From an optimization exercise on the open Yosys and OpenROAD flow, aimed at small area; shortcuts taken in it are not production practice. Function was checked by simulation only, so behaviour that the tests miss may differ from the original. No activity file was given, so power comes from the tool's default toggle rates.

==> v12: inputs <==
==> flow/design.v <==
module SAL_DDR_CTRL
(
    input                       clk,
    input                       rst_n,
    input                       arvalid,
    output  wire                arready,
    input   [3:0]               arid,
    input   [31:0]              araddr,
    input   [3:0]               arlen,
    input   [2:0]               arsize,
    input   [1:0]               arburst,
    input                       awvalid,
    output  wire                awready,
    input   [3:0]               awid,
    input   [31:0]              awaddr,
    input   [3:0]               awlen,
    input   [2:0]               awsize,
    input   [1:0]               awburst,
    input                       wvalid,
    output  wire                wready,
    input   [3:0]               wid,
    input   [127:0]             wdata,
    input   [15:0]              wstrb,
    input                       wlast,
    output  wire                bvalid,
    input                       bready,
    output  wire [3:0]          bid,
    output  wire [1:0]          bresp,
    output  wire                rvalid,
    input                       rready,
    output  wire [3:0]          rid,
    output  wire [127:0]        rdata,
    output  wire [1:0]          rresp,
    output  wire                rlast,
    output  wire                dfi_cke,
    output  wire [1:0]          dfi_cs_n,
    output  wire                dfi_ras_n,
    output  wire                dfi_cas_n,
    output  wire                dfi_we_n,
    output  wire [2:0]          dfi_ba,
    output  wire [13:0]         dfi_addr,
    output  wire                dfi_odt,
    output  wire                dfi_wrdata_en,
    output  wire [127:0]        dfi_wrdata,
    output  wire [15:0]         dfi_wrdata_mask,
    output  wire                dfi_rddata_en,
    input   [127:0]             dfi_rddata,
    input                       dfi_rddata_valid,
    input   [15:0]              dfi_rddata_dnv
);
    wire                        act_g, rd_g, wr_g, pre_g;
    wire    [1:0]               pre_ba;
    reg     [2:0]               aw_wp, aw_rp;
    reg     [25:0]              aw_mem [0:3];
    wire                        aw_full     = (aw_wp[2] != aw_rp[2]) & (aw_wp[1:0] == aw_rp[1:0]);
    wire                        aw_empty    = (aw_wp == aw_rp);
    wire                        aw_push     = awvalid & ~aw_full;
    wire    [25:0]              aw_head     = aw_mem[aw_rp[1:0]];
    assign  awready             = ~aw_full;
    always @(posedge clk)
        if (~rst_n) begin
            aw_wp               <= 3'd0;
            aw_rp               <= 3'd0;
        end
        else begin
            if (aw_push)
                aw_wp               <= aw_wp + 3'd1;
            if (wr_g)
                aw_rp               <= aw_rp + 3'd1;
        end
    genvar gi;
    generate
        for (gi=0; gi<4; gi=gi+1) begin : AWM
            always @(posedge clk)
                if (aw_push & (aw_wp[1:0] == gi))
                    aw_mem[gi]          <= awaddr[28:3];
        end
    endgenerate
    reg     [3:0]               w_wp, w_rp;
    wire                        w_full      = (w_wp[3] != w_rp[3]) & (w_wp[2:0] == w_rp[2:0]);
    wire                        w_empty     = (w_wp == w_rp);
    wire                        w_push      = wvalid & ~w_full;
    wire                        w_pop       = dfi_wrdata_en & ~w_empty;
    wire                        wlast_hs    = w_push & wlast;
    assign  wready              = ~w_full;
    always @(posedge clk)
        if (~rst_n) begin
            w_wp                <= 4'd0;
            w_rp                <= 4'd0;
        end
        else begin
            if (w_push)
                w_wp                <= w_wp + 4'd1;
            if (w_pop)
                w_rp                <= w_rp + 4'd1;
        end
    reg     [8*144-1:0]         w_mem;
    reg     [143:0]             w_out;
    generate
        for (gi=0; gi<8; gi=gi+1) begin : WM
            always @(posedge clk)
                if (w_push & (w_wp[2:0] == gi))
                    w_mem[gi*144+:144]  <= {wdata, ~wstrb};
        end
    endgenerate
    always @(*) begin
        w_out = 144'd0;
        for (int i=0; i<8; i=i+1)
            w_out = w_out | (w_mem[i*144+:144] & {144{w_rp[2:0] == i}});
    end
    assign  {dfi_wrdata, dfi_wrdata_mask} = w_out;
    reg     [2:0]               w_trans_cnt;
    always @(posedge clk)
        if (~rst_n)
            w_trans_cnt         <= 3'd0;
        else if (wlast_hs & ~wr_g)
            w_trans_cnt         <= w_trans_cnt + 3'd1;
        else if (~wlast_hs & wr_g)
            w_trans_cnt         <= w_trans_cnt - 3'd1;
    wire                        aw2_valid   = ~aw_empty & (w_trans_cnt != 3'd0);
    reg     [3:0]               b_wp, b_rp;
    reg     [3:0]               b_mem [0:7];
    wire                        b_full      = (b_wp[3] != b_rp[3]) & (b_wp[2:0] == b_rp[2:0]);
    wire                        b_empty     = (b_wp == b_rp);
    always @(posedge clk)
        if (~rst_n) begin
            b_wp                <= 4'd0;
            b_rp                <= 4'd0;
        end
        else begin
            if (wlast_hs & ~b_full)
                b_wp                <= b_wp + 4'd1;
            if (bready & ~b_empty)
                b_rp                <= b_rp + 4'd1;
        end
    generate
        for (gi=0; gi<8; gi=gi+1) begin : BM
            always @(posedge clk)
                if (wlast_hs & (b_wp[2:0] == gi))
                    b_mem[gi]           <= wid;
        end
    endgenerate
    assign  bvalid              = ~b_empty;
    assign  bid                 = b_mem[b_rp[2:0]];
    assign  bresp               = 2'b00;
    reg     [4:0]               wsr;
    always @(posedge clk)
        if (~rst_n)
            wsr                 <= 5'd0;
        else
            wsr                 <= {wsr[3:0], 1'b0} | {3'd0, wr_g, wr_g};
    assign  dfi_wrdata_en       = wsr[4];
    wire                        req_wr      = aw2_valid;
    wire                        req_v       = aw2_valid | arvalid;
    wire    [25:0]              req_a       = aw2_valid ? aw_head : araddr[28:3];
    wire    [1:0]               req_ba      = req_a[11:10];
    wire    [13:0]              req_ra      = req_a[25:12];
    wire    [9:0]               req_ca      = req_a[9:0];
    reg     [3:0]               bopen;
    reg     [3:0]               lastwr;
    reg     [4:0]               rc      [0:3];
    reg     [4:0]               ro      [0:3];
    reg     [13:0]              cur_ra  [0:3];
    wire    [3:0]               b_active, b_rcz, b_hit, pre_req;
    generate
        for (gi=0; gi<4; gi=gi+1) begin : BK
            wire    sel         = req_v & (req_ba == gi);
            wire    ras_met     = (rc[gi] <= 5'd6);
            wire    pre_ok      = lastwr[gi] ? (ro[gi] <= 5'd20) : (ro[gi] <= 5'd29);
            assign  b_active[gi] = bopen[gi] & (rc[gi] < 5'd18) & (ro[gi] != 5'd31);
            assign  b_rcz[gi]   = ~bopen[gi] & (rc[gi] == 5'd0);
            assign  b_hit[gi]   = (cur_ra[gi] == req_ra);
            assign  pre_req[gi] = b_active[gi] & ras_met
                                & (sel ? (~b_hit[gi] & pre_ok) : (ro[gi] == 5'd0));
            wire    act_b       = act_g & (req_ba == gi);
            wire    rd_b        = rd_g  & (req_ba == gi);
            wire    wr_b        = wr_g  & (req_ba == gi);
            wire    pre_b       = pre_g & (pre_ba == gi);
            always @(posedge clk)
                if (~rst_n) begin
                    bopen[gi]           <= 1'b0;
                    lastwr[gi]          <= 1'b0;
                    rc[gi]              <= 5'd0;
                    ro[gi]              <= 5'd0;
                end
                else begin
                    if (act_b)
                        bopen[gi]           <= 1'b1;
                    else if (pre_b)
                        bopen[gi]           <= 1'b0;
                    if (wr_b)
                        lastwr[gi]          <= 1'b1;
                    else if (rd_b)
                        lastwr[gi]          <= 1'b0;
                    if (act_b)
                        rc[gi]              <= 5'd21;
                    else if (pre_b)
                        rc[gi]              <= (rc[gi] == 5'd6) ? 5'd5 : 5'd4;
                    else if (rc[gi] != 5'd0)
                        rc[gi]              <= rc[gi] - 5'd1;
                    if (rd_b | wr_b)
                        ro[gi]              <= 5'd31;
                    else if (ro[gi] != 5'd0)
                        ro[gi]              <= ro[gi] - 5'd1;
                end
            always @(posedge clk)
                if (act_b)
                    cur_ra[gi]          <= req_ra;
        end
    endgenerate
    reg     [1:0]               rrd_cnt;
    reg                         ccd_busy;
    reg     [1:0]               rtw_cnt;
    reg     [3:0]               wtr_cnt;
    wire                        hit_c       = req_v & b_active[req_ba] & b_hit[req_ba];
    assign  act_g               = req_v & b_rcz[req_ba] & (rrd_cnt == 2'd0);
    assign  rd_g                = hit_c & ~req_wr & ~ccd_busy & (wtr_cnt == 4'd0);
    assign  wr_g                = hit_c &  req_wr & ~ccd_busy & (rtw_cnt == 2'd0);
    assign  pre_g               = ~act_g & ~rd_g & ~wr_g & (|pre_req);
    assign  pre_ba              = pre_req[0] ? 2'd0 :
                                  pre_req[1] ? 2'd1 :
                                  pre_req[2] ? 2'd2 : 2'd3;
    always @(posedge clk)
        if (~rst_n) begin
            rrd_cnt             <= 2'd0;
            ccd_busy            <= 1'b0;
            rtw_cnt             <= 2'd0;
            wtr_cnt             <= 4'd0;
        end
        else begin
            if (act_g)
                rrd_cnt             <= 2'd2;
            else if (rrd_cnt != 2'd0)
                rrd_cnt             <= rrd_cnt - 2'd1;
            ccd_busy            <= rd_g | wr_g;
            if (rd_g)
                rtw_cnt             <= 2'd3;
            else if (rtw_cnt != 2'd0)
                rtw_cnt             <= rtw_cnt - 2'd1;
            if (wr_g)
                wtr_cnt             <= 4'd8;
            else if (wtr_cnt != 4'd0)
                wtr_cnt             <= wtr_cnt - 4'd1;
        end
    assign  arready             = rd_g;
    reg                         cmd_cs_n, cmd_ras_n, cmd_we_n;
    reg     [1:0]               cmd_ba;
    reg     [13:0]              cmd_addr;
    always @(posedge clk) begin
        cmd_cs_n            <= ~(act_g | rd_g | wr_g | pre_g);
        cmd_ras_n           <= rd_g | wr_g;
        cmd_we_n            <= act_g | rd_g;
        cmd_ba              <= pre_g ? pre_ba : req_ba;
        cmd_addr            <= act_g ? req_ra : {4'd0, req_ca};
    end
    assign  dfi_cke             = 1'b1;
    assign  dfi_cs_n            = {1'b1, cmd_cs_n};
    assign  dfi_ras_n           = cmd_ras_n;
    assign  dfi_cas_n           = ~cmd_ras_n;
    assign  dfi_we_n            = cmd_we_n;
    assign  dfi_ba              = {1'b0, cmd_ba};
    assign  dfi_addr            = cmd_addr;
    assign  dfi_odt             = 1'b0;
    reg     [6:0]               rsr;
    always @(posedge clk)
        if (~rst_n)
            rsr                 <= 7'd0;
        else
            rsr                 <= {rsr[5:0], 1'b0} | {5'd0, rd_g, rd_g};
    assign  dfi_rddata_en       = rsr[6];
    reg     [1:0]               ri_wp, ri_rp;
    reg     [3:0]               ri_mem [0:3];
    reg                         rbeat;
    wire                        r_hs        = rvalid & rready;
    always @(posedge clk)
        if (~rst_n) begin
            ri_wp               <= 2'd0;
            ri_rp               <= 2'd0;
            rbeat               <= 1'b0;
        end
        else begin
            if (rd_g)
                ri_wp               <= ri_wp + 2'd1;
            if (r_hs & rbeat)
                ri_rp               <= ri_rp + 2'd1;
            if (r_hs)
                rbeat               <= ~rbeat;
        end
    generate
        for (gi=0; gi<4; gi=gi+1) begin : RIM
            always @(posedge clk)
                if (rd_g & (ri_wp == gi))
                    ri_mem[gi]          <= arid;
        end
    endgenerate
    assign  rid                 = ri_mem[ri_rp];
    assign  rlast               = rbeat;
    assign  rresp               = 2'b00;
    reg     [3:0]               r_wp, r_rp;
    wire                        r_full      = (r_wp[3] != r_rp[3]) & (r_wp[2:0] == r_rp[2:0]);
    wire                        r_empty     = (r_wp == r_rp);
    always @(posedge clk)
        if (~rst_n) begin
            r_wp                <= 4'd0;
            r_rp                <= 4'd0;
        end
        else begin
            if (dfi_rddata_valid & ~r_full)
                r_wp                <= r_wp + 4'd1;
            if (r_hs)
                r_rp                <= r_rp + 4'd1;
        end
    reg     [8*128-1:0]         r_mem;
    reg     [127:0]             r_out;
    generate
        for (gi=0; gi<8; gi=gi+1) begin : RM
            always @(posedge clk)
                if (dfi_rddata_valid & (r_wp[2:0] == gi))
                    r_mem[gi*128+:128]  <= dfi_rddata;
        end
    endgenerate
    always @(*) begin
        r_out = 128'd0;
        for (int i=0; i<8; i=i+1)
            r_out = r_out | (r_mem[i*128+:128] & {128{r_rp[2:0] == i}});
    end
    assign  rvalid              = ~r_empty;
    assign  rdata               = r_out;
endmodule  
==> flow/run.sh <==
#!/bin/bash
# synth_recipe.tcl (not shown) runs the flow's synth.tcl, then flattens the netlist and writes it again
# the make line also repeats each setting of config.mk as NAME=value (left out here)
make -C /OpenROAD-flow-scripts/flow DESIGN_CONFIG=/design/flow/config.mk WORK_HOME=/design/flow/orfs CLKGATE_MAP_FILE= SYNTH_SCRIPT=/design/flow/synth_recipe.tcl finish
==> flow/config.mk <==
export PLATFORM = sky130hd
export DESIGN_NAME = SAL_DDR_CTRL
export DESIGN_NICKNAME = SAL_DDR_CTRL
export VERILOG_FILES = /design/flow/design.v
export SDC_FILE = /design/flow/constraint.sdc
export NUM_CORES = 4
export LEC_CHECK = 0
export CAP_MARGIN = 20
export CORE_MARGIN = 2
export CORE_UTILIZATION = 40
export PLACE_DENSITY = 0.6
export SLEW_MARGIN = 20
==> flow/constraint.sdc <==
create_clock -name core_clock -period 8.0 [get_ports {clk}]
set_input_delay 1.6000 -clock core_clock [delete_from_list [all_inputs] [get_ports {clk}]]
set_output_delay 1.6000 -clock core_clock [all_outputs]
set_load 0.01 [all_outputs]
==> v4: changes against v12 <==
--- a/flow/design.v
+++ b/flow/design.v
@@ -1,2 +1,26 @@
+module SAL_AOI3
+(
+    input   wire                        a,
+    input   wire                        b,
+    input   wire                        c,
+    input   wire                        sa,
+    input   wire                        sb,
+    input   wire                        sc,
+    output  wire                        y
+);
+    assign  y   = ~((a & sa) | (b & sb) | (c & sc));
+endmodule
+module SAL_AOI2N
+(
+    input   wire                        a,
+    input   wire                        b,
+    input   wire                        sa,
+    input   wire                        sb,
+    input   wire                        g0,
+    input   wire                        g1,
+    output  wire                        y
+);
+    assign  y   = ~(g0 & g1 & ~((a & sa) | (b & sb)));
+endmodule
 module SAL_DDR_CTRL
 (
@@ -77,7 +101,8 @@
         end
     endgenerate
-    reg     [3:0]               w_wp, w_rp;
-    wire                        w_full      = (w_wp[3] != w_rp[3]) & (w_wp[2:0] == w_rp[2:0]);
-    wire                        w_empty     = (w_wp == w_rp);
+    reg     [7:0]               w_wp, w_rp;
+    reg     [3:0]               w_cnt;
+    wire                        w_full      = w_cnt[3];
+    wire                        w_empty     = (w_cnt == 4'd0);
     wire                        w_push      = wvalid & ~w_full;
     wire                        w_pop       = dfi_wrdata_en & ~w_empty;
@@ -86,27 +111,35 @@
     always @(posedge clk)
         if (~rst_n) begin
-            w_wp                <= 4'd0;
-            w_rp                <= 4'd0;
+            w_wp                <= 8'd1;
+            w_rp                <= 8'd1;
+            w_cnt               <= 4'd0;
         end
         else begin
             if (w_push)
-                w_wp                <= w_wp + 4'd1;
+                w_wp                <= {w_wp[6:0], w_wp[7]};
             if (w_pop)
-                w_rp                <= w_rp + 4'd1;
+                w_rp                <= {w_rp[6:0], w_rp[7]};
+            if (w_push & ~w_pop)
+                w_cnt               <= w_cnt + 4'd1;
+            else if (~w_push & w_pop)
+                w_cnt               <= w_cnt - 4'd1;
         end
     reg     [8*144-1:0]         w_mem;
-    reg     [143:0]             w_out;
+    wire    [143:0]             w_out;
     generate
         for (gi=0; gi<8; gi=gi+1) begin : WM
             always @(posedge clk)
-                if (w_push & (w_wp[2:0] == gi))
+                if (w_push & w_wp[gi])
                     w_mem[gi*144+:144]  <= {wdata, ~wstrb};
         end
     endgenerate
-    always @(*) begin
-        w_out = 144'd0;
-        for (int i=0; i<8; i=i+1)
-            w_out = w_out | (w_mem[i*144+:144] & {144{w_rp[2:0] == i}});
-    end
+    wire    [143:0]             w_out_g0, w_out_g1;
+    generate
+        for (gi=0; gi<144; gi=gi+1) begin : W_OUT_SEL
+            SAL_AOI3 u_g0 (.a(w_mem[0*144+gi]), .b(w_mem[1*144+gi]), .c(w_mem[2*144+gi]), .sa(w_rp[0]), .sb(w_rp[1]), .sc(w_rp[2]), .y(w_out_g0[gi]));
+            SAL_AOI3 u_g1 (.a(w_mem[3*144+gi]), .b(w_mem[4*144+gi]), .c(w_mem[5*144+gi]), .sa(w_rp[3]), .sb(w_rp[4]), .sc(w_rp[5]), .y(w_out_g1[gi]));
+            SAL_AOI2N u_g2 (.a(w_mem[6*144+gi]), .b(w_mem[7*144+gi]), .sa(w_rp[6]), .sb(w_rp[7]), .g0(w_out_g0[gi]), .g1(w_out_g1[gi]), .y(w_out[gi]));
+        end
+    endgenerate
     assign  {dfi_wrdata, dfi_wrdata_mask} = w_out;
     reg     [2:0]               w_trans_cnt;
@@ -297,32 +330,42 @@
     assign  rlast               = rbeat;
     assign  rresp               = 2'b00;
-    reg     [3:0]               r_wp, r_rp;
-    wire                        r_full      = (r_wp[3] != r_rp[3]) & (r_wp[2:0] == r_rp[2:0]);
-    wire                        r_empty     = (r_wp == r_rp);
+    reg     [7:0]               r_wp, r_rp;
+    reg     [3:0]               r_cnt;
+    wire                        r_full      = r_cnt[3];
+    wire                        r_empty     = (r_cnt == 4'd0);
+    wire                        r_push      = dfi_rddata_valid & ~r_full;
     always @(posedge clk)
         if (~rst_n) begin
-            r_wp                <= 4'd0;
-            r_rp                <= 4'd0;
+            r_wp                <= 8'd1;
+            r_rp                <= 8'd1;
+            r_cnt               <= 4'd0;
         end
         else begin
-            if (dfi_rddata_valid & ~r_full)
-                r_wp                <= r_wp + 4'd1;
+            if (r_push)
+                r_wp                <= {r_wp[6:0], r_wp[7]};
             if (r_hs)
-                r_rp                <= r_rp + 4'd1;
+                r_rp                <= {r_rp[6:0], r_rp[7]};
+            if (r_push & ~r_hs)
+                r_cnt               <= r_cnt + 4'd1;
+            else if (~r_push & r_hs)
+                r_cnt               <= r_cnt - 4'd1;
         end
     reg     [8*128-1:0]         r_mem;
-    reg     [127:0]             r_out;
+    wire    [127:0]             r_out;
     generate
         for (gi=0; gi<8; gi=gi+1) begin : RM
             always @(posedge clk)
-                if (dfi_rddata_valid & (r_wp[2:0] == gi))
+                if (dfi_rddata_valid & r_wp[gi])
                     r_mem[gi*128+:128]  <= dfi_rddata;
         end
     endgenerate
-    always @(*) begin
-        r_out = 128'd0;
-        for (int i=0; i<8; i=i+1)
-            r_out = r_out | (r_mem[i*128+:128] & {128{r_rp[2:0] == i}});
-    end
+    wire    [127:0]             r_out_g0, r_out_g1;
+    generate
+        for (gi=0; gi<128; gi=gi+1) begin : R_OUT_SEL
+            SAL_AOI3 u_g0 (.a(r_mem[0*128+gi]), .b(r_mem[1*128+gi]), .c(r_mem[2*128+gi]), .sa(r_rp[0]), .sb(r_rp[1]), .sc(r_rp[2]), .y(r_out_g0[gi]));
+            SAL_AOI3 u_g1 (.a(r_mem[3*128+gi]), .b(r_mem[4*128+gi]), .c(r_mem[5*128+gi]), .sa(r_rp[3]), .sb(r_rp[4]), .sc(r_rp[5]), .y(r_out_g1[gi]));
+            SAL_AOI2N u_g2 (.a(r_mem[6*128+gi]), .b(r_mem[7*128+gi]), .sa(r_rp[6]), .sb(r_rp[7]), .g0(r_out_g0[gi]), .g1(r_out_g1[gi]), .y(r_out[gi]));
+        end
+    endgenerate
     assign  rvalid              = ~r_empty;
     assign  rdata               = r_out;
==> flow/flow/run.sh (new file) <==
#!/bin/bash
set -uo pipefail
bash standard.sh \
  'BUFFER_PORTS_ARGS=-buffer_cell sky130_fd_sc_hd__buf_1' \
  'CTS_ARGS=-sink_clustering_enable -repair_clock_nets -sink_clustering_size 18 -sink_clustering_max_diameter 50 -dont_use_dummy_load -buf_list sky130_fd_sc_hd__clkbuf_8' \
  finish > standard_flow.log 2>&1
==> flow/standard.sh (new file) <==
#!/bin/bash
# synth_recipe.tcl (not shown) runs the flow's synth.tcl, then flattens the netlist and writes it again
# the make line also repeats each setting of config.mk as NAME=value (left out here)
make -C /OpenROAD-flow-scripts/flow DESIGN_CONFIG=/design/flow/config.mk WORK_HOME=/design/flow/orfs CLKGATE_MAP_FILE= SYNTH_SCRIPT=/design/flow/synth_recipe.tcl "${@:-finish}"
Settings changed: CORE_UTILIZATION 40 to 65, CTS_CLUSTER_DIAMETER set to 60, CTS_CLUSTER_SIZE set to 30, PLACE_DENSITY 0.6 to 0.8, SYNTH_HIERARCHICAL set to 1.
removed: flow/run.sh
==> v16: changes against v12 <==
--- a/flow/design.v
+++ b/flow/design.v
@@ -77,7 +77,8 @@
         end
     endgenerate
-    reg     [3:0]               w_wp, w_rp;
-    wire                        w_full      = (w_wp[3] != w_rp[3]) & (w_wp[2:0] == w_rp[2:0]);
-    wire                        w_empty     = (w_wp == w_rp);
+    reg     [7:0]               w_wp, w_rp;
+    reg     [3:0]               w_cnt;
+    wire                        w_full      = w_cnt[3];
+    wire                        w_empty     = (w_cnt == 4'd0);
     wire                        w_push      = wvalid & ~w_full;
     wire                        w_pop       = dfi_wrdata_en & ~w_empty;
@@ -86,12 +87,17 @@
     always @(posedge clk)
         if (~rst_n) begin
-            w_wp                <= 4'd0;
-            w_rp                <= 4'd0;
+            w_wp                <= 8'd1;
+            w_rp                <= 8'd1;
+            w_cnt               <= 4'd0;
         end
         else begin
             if (w_push)
-                w_wp                <= w_wp + 4'd1;
+                w_wp                <= {w_wp[6:0], w_wp[7]};
             if (w_pop)
-                w_rp                <= w_rp + 4'd1;
+                w_rp                <= {w_rp[6:0], w_rp[7]};
+            if (w_push & ~w_pop)
+                w_cnt               <= w_cnt + 4'd1;
+            else if (~w_push & w_pop)
+                w_cnt               <= w_cnt - 4'd1;
         end
     reg     [8*144-1:0]         w_mem;
@@ -100,5 +106,5 @@
         for (gi=0; gi<8; gi=gi+1) begin : WM
             always @(posedge clk)
-                if (w_push & (w_wp[2:0] == gi))
+                if (w_push & w_wp[gi])
                     w_mem[gi*144+:144]  <= {wdata, ~wstrb};
         end
@@ -107,5 +113,5 @@
         w_out = 144'd0;
         for (int i=0; i<8; i=i+1)
-            w_out = w_out | (w_mem[i*144+:144] & {144{w_rp[2:0] == i}});
+            w_out = w_out | (w_mem[i*144+:144] & {144{w_rp[i]}});
     end
     assign  {dfi_wrdata, dfi_wrdata_mask} = w_out;
@@ -297,17 +303,24 @@
     assign  rlast               = rbeat;
     assign  rresp               = 2'b00;
-    reg     [3:0]               r_wp, r_rp;
-    wire                        r_full      = (r_wp[3] != r_rp[3]) & (r_wp[2:0] == r_rp[2:0]);
-    wire                        r_empty     = (r_wp == r_rp);
+    reg     [7:0]               r_wp, r_rp;
+    reg     [3:0]               r_cnt;
+    wire                        r_full      = r_cnt[3];
+    wire                        r_empty     = (r_cnt == 4'd0);
+    wire                        r_push      = dfi_rddata_valid & ~r_full;
     always @(posedge clk)
         if (~rst_n) begin
-            r_wp                <= 4'd0;
-            r_rp                <= 4'd0;
+            r_wp                <= 8'd1;
+            r_rp                <= 8'd1;
+            r_cnt               <= 4'd0;
         end
         else begin
-            if (dfi_rddata_valid & ~r_full)
-                r_wp                <= r_wp + 4'd1;
+            if (r_push)
+                r_wp                <= {r_wp[6:0], r_wp[7]};
             if (r_hs)
-                r_rp                <= r_rp + 4'd1;
+                r_rp                <= {r_rp[6:0], r_rp[7]};
+            if (r_push & ~r_hs)
+                r_cnt               <= r_cnt + 4'd1;
+            else if (~r_push & r_hs)
+                r_cnt               <= r_cnt - 4'd1;
         end
     reg     [8*128-1:0]         r_mem;
@@ -316,5 +329,5 @@
         for (gi=0; gi<8; gi=gi+1) begin : RM
             always @(posedge clk)
-                if (dfi_rddata_valid & (r_wp[2:0] == gi))
+                if (dfi_rddata_valid & r_wp[gi])
                     r_mem[gi*128+:128]  <= dfi_rddata;
         end
@@ -323,5 +336,5 @@
         r_out = 128'd0;
         for (int i=0; i<8; i=i+1)
-            r_out = r_out | (r_mem[i*128+:128] & {128{r_rp[2:0] == i}});
+            r_out = r_out | (r_mem[i*128+:128] & {128{r_rp[i]}});
     end
     assign  rvalid              = ~r_empty;
Settings changed: CORE_UTILIZATION 40 to 70, CTS_CLUSTER_DIAMETER set to 50, CTS_CLUSTER_SIZE set to 36, PLACE_DENSITY 0.6 to 0.85.
==> run summary <==
Status: v4 complete, no violations; v16 complete, no violations; v12 complete, no violations
Die Area: v4 0.141 mm^2; v16 0.134 mm^2; v12 0.235 mm^2
Routed met1 length: v4 74700 um; v16 80800 um; v12 96100 um
Final critical delay including setup and external delays: v4 7.20 ns; v16 6.79 ns; v12 7.19 ns
Adder-cell share of the synthesized area: v4 0.929%; v16 0.909%; v12 1.10%
Flip-flop and latch count after synthesis: v4 2534; v16 2534; v12 2510
Overall via count from detail_route: v4 50100; v16 54400; v12 50800
Internal power consumption: v4 18200 uW; v16 21100 uW; v12 23700 uW
Final cell count without fillers: v4 7296; v16 7661; v12 8726
Clock latency on the worst-skew pair: v4 0.95 ns; v16 0.83 ns; v12 0.94 ns
Combined area of all synthesized cells: v4 0.0900 mm^2; v16 0.0919 mm^2; v12 0.0925 mm^2
Tapcell Cnt: v4 1794; v16 1742; v12 3026
Worst slew margin relative to its limit: v4 19.7%; v16 26.7%; v12 16.8%
Sw Pwr: v4 6100 uW; v16 7650 uW; v12 7360 uW
Starting density of the core: v4 65.4%; v16 70.7%; v12 40.2%
Number of instances in the synthesized netlist: v4 4625; v16 5142; v12 4821
Non-CTS inverters: v4 108; v16 107; v12 111
Via-per-instance ratio: v4 6.87; v16 7.10; v12 5.83
Synthesized-area fraction occupied by and/or/nand/nor cells: v4 3.42%; v16 3.75%; v12 1.71%
HPWL after detailed placement: v4 116000 um; v16 123000 um; v12 124000 um
Pin count of the biggest net entering global routing: v4 132; v16 147; v12 178

-- static timing again, ports no longer ideal --
Ports are ideal in the flow. The routed layouts listed here were re-timed in OpenROAD. Step 1 sets driving cells, clkbuf_16 on the clock port and buf_2 on the other inputs (assumed; they add their load-dependent delay and slew). Step 2 moves the port delays by t, midway between the first and last clock arrival at a register: inputs arrive t later, outputs are due t later. That takes back most of the time a late clock gives input paths. Slacks: ideal ports / drivers / drivers and shift; pairs: ideal ports / drivers.
run | t (ns) | slack for setup (ns) | latest minus earliest clock arrival (ns)
v12 | 0.989 | 0.811 / 0.724 / 1.441 | 0.074 / 0.074
v4 | 0.971 | 0.799 / 0.728 / 1.699 | 0.150 / 0.150
v16 | 0.879 | 1.213 / 1.136 / 1.619 | 0.064 / 0.064
After both steps every run listed still meets setup and hold.
